This design comes from an exercise in tuning for small area and a short achievable clock period on the open sky130 flow, not from production work.
Only simulation tests tie the RTL to the original design; equivalence was not proved.

==> flow/design.v (excerpt) <==
module sparc_alu_reg (
    input             clk,
    input      [31:0] valA_in,
    input      [31:0] valB_in,
    input      [1:0]  op_in,
    input      [2:0]  op2_in,
    input      [21:0] imm22_in,
    input      [5:0]  op3_in,
    input             i_in,
    input      [12:0] simm13_in,
    input      [31:0] pc_in,
    input             a_in,
    input      [3:0]  cond_in,
    input      [29:0] disp30_in,
    input      [3:0]  icc_in,
    input      [31:0] y_in,
    output reg [63:0] res_out,
    output reg [31:0] target_out,
    output reg        mux_sel_out,
    output reg [3:0]  icc_out,
    output reg [31:0] y_out,
    output reg        a_out,
    output reg        trap_out
);
For scale: about 16000 cells after synthesis, roughly 350 flip-flops, about 110000 um2 of cells after synthesis.
export LEC_CHECK = 0
export ABC_AREA = 1
export CAP_MARGIN = 60
export CORE_MARGIN = 2
export CORE_UTILIZATION = 55
export CTS_BUF_LIST = sky130_fd_sc_hd__clkbuf_4
export PLACE_DENSITY = 0.72
export SLEW_MARGIN = 60
create_clock -name core_clock -period 400.0 [get_ports {clk}]
standard.sh (not shown) runs the stock make flow with config.mk's settings and CLKGATE_MAP_FILE= SYNTH_SCRIPT=/design/flow/synth_recipe.tcl, a recipe that flattens the netlist after the stock synthesis.
==> flow/flow/run.sh <==
#!/bin/bash
# Own flow: the standard layout (standard.sh: the standard synthesis and every ORFS step
# unchanged), except that the port buffers that ORFS's buffer_ports inserts during placement
# are the library's smallest buffer, sky130_fd_sc_hd__buf_1 (ORFS's BUFFER_PORTS_ARGS), instead
# of the cell the resizer picks by default. Every input and output port still gets a buffer.
set -euo pipefail
bash standard.sh "BUFFER_PORTS_ARGS=-buffer_cell sky130_fd_sc_hd__buf_1" finish > layout.log 2>&1
The first run ran to the end with no violations.
Edit:
--- a/flow/config.mk
+++ b/flow/config.mk
@@ -11,3 +11,2 @@
 export CORE_UTILIZATION = 55
-export CTS_BUF_LIST = sky130_fd_sc_hd__clkbuf_4
 export PLACE_DENSITY = 0.72
Design area stays flat.
Global-route usage fell by 0.13 points.
Area after synthesis is unchanged.
Flip-flop and latch count does not change.
Setup slack improved by 0.29 ns.
Wire length barely changes.
Edit:
--- a/flow/config.mk
+++ b/flow/config.mk
@@ -11,3 +11,2 @@
 export CORE_UTILIZATION = 55
-export PLACE_DENSITY = 0.72
 export SLEW_MARGIN = 60
What happened: The changed run finished clean. Setup slack got worse by 0.030 ns. Final area barely changes. Routed wire length increases by a few percent. Sequential share of layout area is about the same. Die area stays the same. Cell count hardly moves. First-iteration DRC count decreases by a few percent. Area after synthesis stays the same. Clock-buffer cell count decreases by 3. Utilization increases by 0.15 points.

* * *

sparc_alu_reg, a different RTL version from the one above (not shown whole).
Size: about 350 I/O pins.
export LEC_CHECK = 0
export ABC_AREA = 1
export CAP_MARGIN = 50
export CORE_MARGIN = 2
export CORE_UTILIZATION = 60
export SLEW_MARGIN = 50
create_clock -name core_clock -period 400.0 [get_ports {clk}]
Scripts as last shown in full above: flow/flow/run.sh
The first run completed without violations.
Next try:
==> flow/run.sh (new file) <==
#!/bin/bash
# synth_recipe.tcl (not shown) runs the flow's synth.tcl, then flattens the netlist and writes it again
# the make line also repeats each setting of config.mk as NAME=value (left out here)
make -C /OpenROAD-flow-scripts/flow DESIGN_CONFIG=/design/flow/config.mk WORK_HOME=/design/flow/orfs CLKGATE_MAP_FILE= SYNTH_SCRIPT=/design/flow/synth_recipe.tcl finish
Settings changed: CORE_UTILIZATION 60 to 55.
removed: flow/flow/run.sh
removed: flow/standard.sh
Global-route usage goes down by 2.1 points.
Clock-buffer cell count is unchanged.
Die area rose by 9.0%.
Next try:
Settings changed: CAP_MARGIN 50 to 70, SLEW_MARGIN 50 to 70.
- The new run finished clean
- via count goes up slightly
- area after synthesis does not change
- global-route usage rose by 0.19 points
- worst hold slack improved by 0.0070 ns
- design area increases by a few percent
- die area stays the same
- worst setup slack is better by 0.032 ns
- non-clock buffer count came out higher by 76
- wire length goes up slightly
- clock-buffer cell count climbs by 4

* * *

## run A
Starting RTL as in the previous note.
Design sparc_alu_reg, start of the top module:
module sparc_alu_reg (
    input             clk,
    input      [31:0] valA_in,
    input      [31:0] valB_in,
    input      [1:0]  op_in,
    input      [2:0]  op2_in,
    input      [21:0] imm22_in,
    input      [5:0]  op3_in,
    input             i_in,
    input      [12:0] simm13_in,
    input      [31:0] pc_in,
    input             a_in,
    input      [3:0]  cond_in,
    input      [29:0] disp30_in,
    input      [3:0]  icc_in,
    input      [31:0] y_in,
    output reg [63:0] res_out,
    output reg [31:0] target_out,
    output reg        mux_sel_out,
    output reg [3:0]  icc_out,
    output reg [31:0] y_out,
    output reg        a_out,
    output reg        trap_out
);
make LEC_CHECK=0 ABC_AREA=1 CAP_MARGIN=50 CORE_MARGIN=2 CORE_UTILIZATION=60 SLEW_MARGIN=50 finish   # period 400.0 ns
run.sh (not shown) runs the stock make flow with config.mk's settings and CLKGATE_MAP_FILE= SYNTH_SCRIPT=/design/flow/synth_recipe.tcl, a recipe that flattens the netlist after the stock synthesis.
Stock flow here: none of the scripts above is used.
Edits applied to the flow inputs when going from run A to run B:
Settings: SLEW_MARGIN now 60, was 50; CORE_UTILIZATION now 55, was 60; CAP_MARGIN now 60, was 50.
==> flow/flow/run.sh (new file) <==
#!/bin/bash
# Own flow: the standard layout (standard.sh: the standard synthesis and every ORFS step
# unchanged), except that the port buffers that ORFS's buffer_ports inserts during placement
# are the library's smallest buffer, sky130_fd_sc_hd__buf_1 (ORFS's BUFFER_PORTS_ARGS), instead
# of the cell the resizer picks by default. Every input and output port still gets a buffer.
set -euo pipefail
bash standard.sh "BUFFER_PORTS_ARGS=-buffer_cell sky130_fd_sc_hd__buf_1" finish > layout.log 2>&1
==> flow/standard.sh (new file) <==
#!/bin/bash
# synth_recipe.tcl (not shown) runs the flow's synth.tcl, then flattens the netlist and writes it again
# the make line also repeats each setting of config.mk as NAME=value (left out here)
make -C /OpenROAD-flow-scripts/flow DESIGN_CONFIG=/design/flow/config.mk WORK_HOME=/design/flow/orfs CLKGATE_MAP_FILE= SYNTH_SCRIPT=/design/flow/synth_recipe.tcl "${@:-finish}"
removed: flow/run.sh
==> comparison <==
- The final layouts of run B and run A pass the timing, design-rule and antenna checks.
- Comparing run B and run A, the higher tapcell count was measured on run B.
- Run B -> run A: synthesized area delta 0, exact match
- Run B against run A: utilization shows a reduction of 5.8 points.
For run C, these inputs were changed with respect to run B:
Settings: a change of CORE_UTILIZATION from 55 to 60.
==> flow/run.sh (new file) <==
#!/bin/bash
# synth_recipe.tcl (not shown) runs the flow's synth.tcl, then flattens the netlist and writes it again
# the make line also repeats each setting of config.mk as NAME=value (left out here)
make -C /OpenROAD-flow-scripts/flow DESIGN_CONFIG=/design/flow/config.mk WORK_HOME=/design/flow/orfs CLKGATE_MAP_FILE= SYNTH_SCRIPT=/design/flow/synth_recipe.tcl finish
removed: flow/flow/run.sh
removed: flow/standard.sh
### Flow results
Between run C and run B, it is run C whose setup skew after layout is lower, by 30 ps. Multi-input gate area in the final layout: run B vs run C, no meaningful difference. Between run B and run C, the cell count went down.
Here is what was changed in the inputs of run D compared with run C.
Settings: CORE_UTILIZATION now 55, was 60; SLEW_MARGIN now 50, was 60; CAP_MARGIN now 50, was 60.
==> flow/flow/run.sh (new file) <==
#!/bin/bash
# Own flow: the standard layout (standard.sh: the standard synthesis and every ORFS step
# unchanged), except that the port buffers that ORFS's buffer_ports inserts during placement
# are the library's smallest buffer, sky130_fd_sc_hd__buf_1 (ORFS's BUFFER_PORTS_ARGS), instead
# of the cell the resizer picks by default. Every input and output port still gets a buffer.
set -euo pipefail
bash standard.sh "BUFFER_PORTS_ARGS=-buffer_cell sky130_fd_sc_hd__buf_1" finish > layout.log 2>&1
==> flow/standard.sh (new file) <==
#!/bin/bash
# synth_recipe.tcl (not shown) runs the flow's synth.tcl, then flattens the netlist and writes it again
# the make line also repeats each setting of config.mk as NAME=value (left out here)
make -C /OpenROAD-flow-scripts/flow DESIGN_CONFIG=/design/flow/config.mk WORK_HOME=/design/flow/orfs CLKGATE_MAP_FILE= SYNTH_SCRIPT=/design/flow/synth_recipe.tcl "${@:-finish}"
removed: flow/run.sh
### Flow results
| sequential share of layout area | run D vs run C | ≈ equal |
Looking at launch point of the worst path, the res_out[11] result is from run D; the y_out[18] one comes from run C.
Taking run C as the reference, in run D count of placed standard cells in the final layout, fillers left out moved up; routed via count saw a decrease.
Delta (run D minus run C): depth of the worst register-to-register path dropped 17, count of buffers not belonging to the clock network in the layout dropped 15.
In run D relative to run C, die width had gone up by a few percent.

-- static timing again, ports no longer ideal --
How much do the figures lean on ideal ports? The routed layouts below were timed once more, with nothing changed but the port constraints.
Step 1 sets driving cells, clkbuf_16 on the clock port and buf_2 on the other inputs (assumed; they add their load-dependent delay and slew).
Step 2, shift: input delay + t, output delay - t, t = (earliest + latest rising clock arrival at the registers) / 2. This alone moves slack from input paths to output paths.
Three values: ideal, step 1, step 2; two values: the first two.
run | shift t [ns] | setup slack, ns | cell pins on the clock port's net
the first run of note 1 | 0.885 | 318.627 / 318.563 / 319.448 | 1
the second run of note 1 | 0.603 | 318.914 / 318.853 / 319.456 | 1
the third run of note 1 | 0.639 | 318.884 / 318.821 / 319.459 | 1
the first run of note 2 | 0.726 | 318.657 / 318.657 / 318.657 | 1
the second run of note 2 | 0.750 | 318.282 / 318.188 / 318.643 | 1
the third run of note 2 | 0.745 | 318.314 / 318.223 / 318.968 | 1
run A | 0.736 | 318.437 / 318.345 / 319.026 | 1
run B | 0.703 | 318.798 / 318.700 / 319.403 | 1
run C | 0.724 | 318.448 / 318.365 / 319.088 | 1
run D | 0.696 | 318.817 / 318.722 / 319.408 | 1
After both steps setup and hold are still met in every run listed.
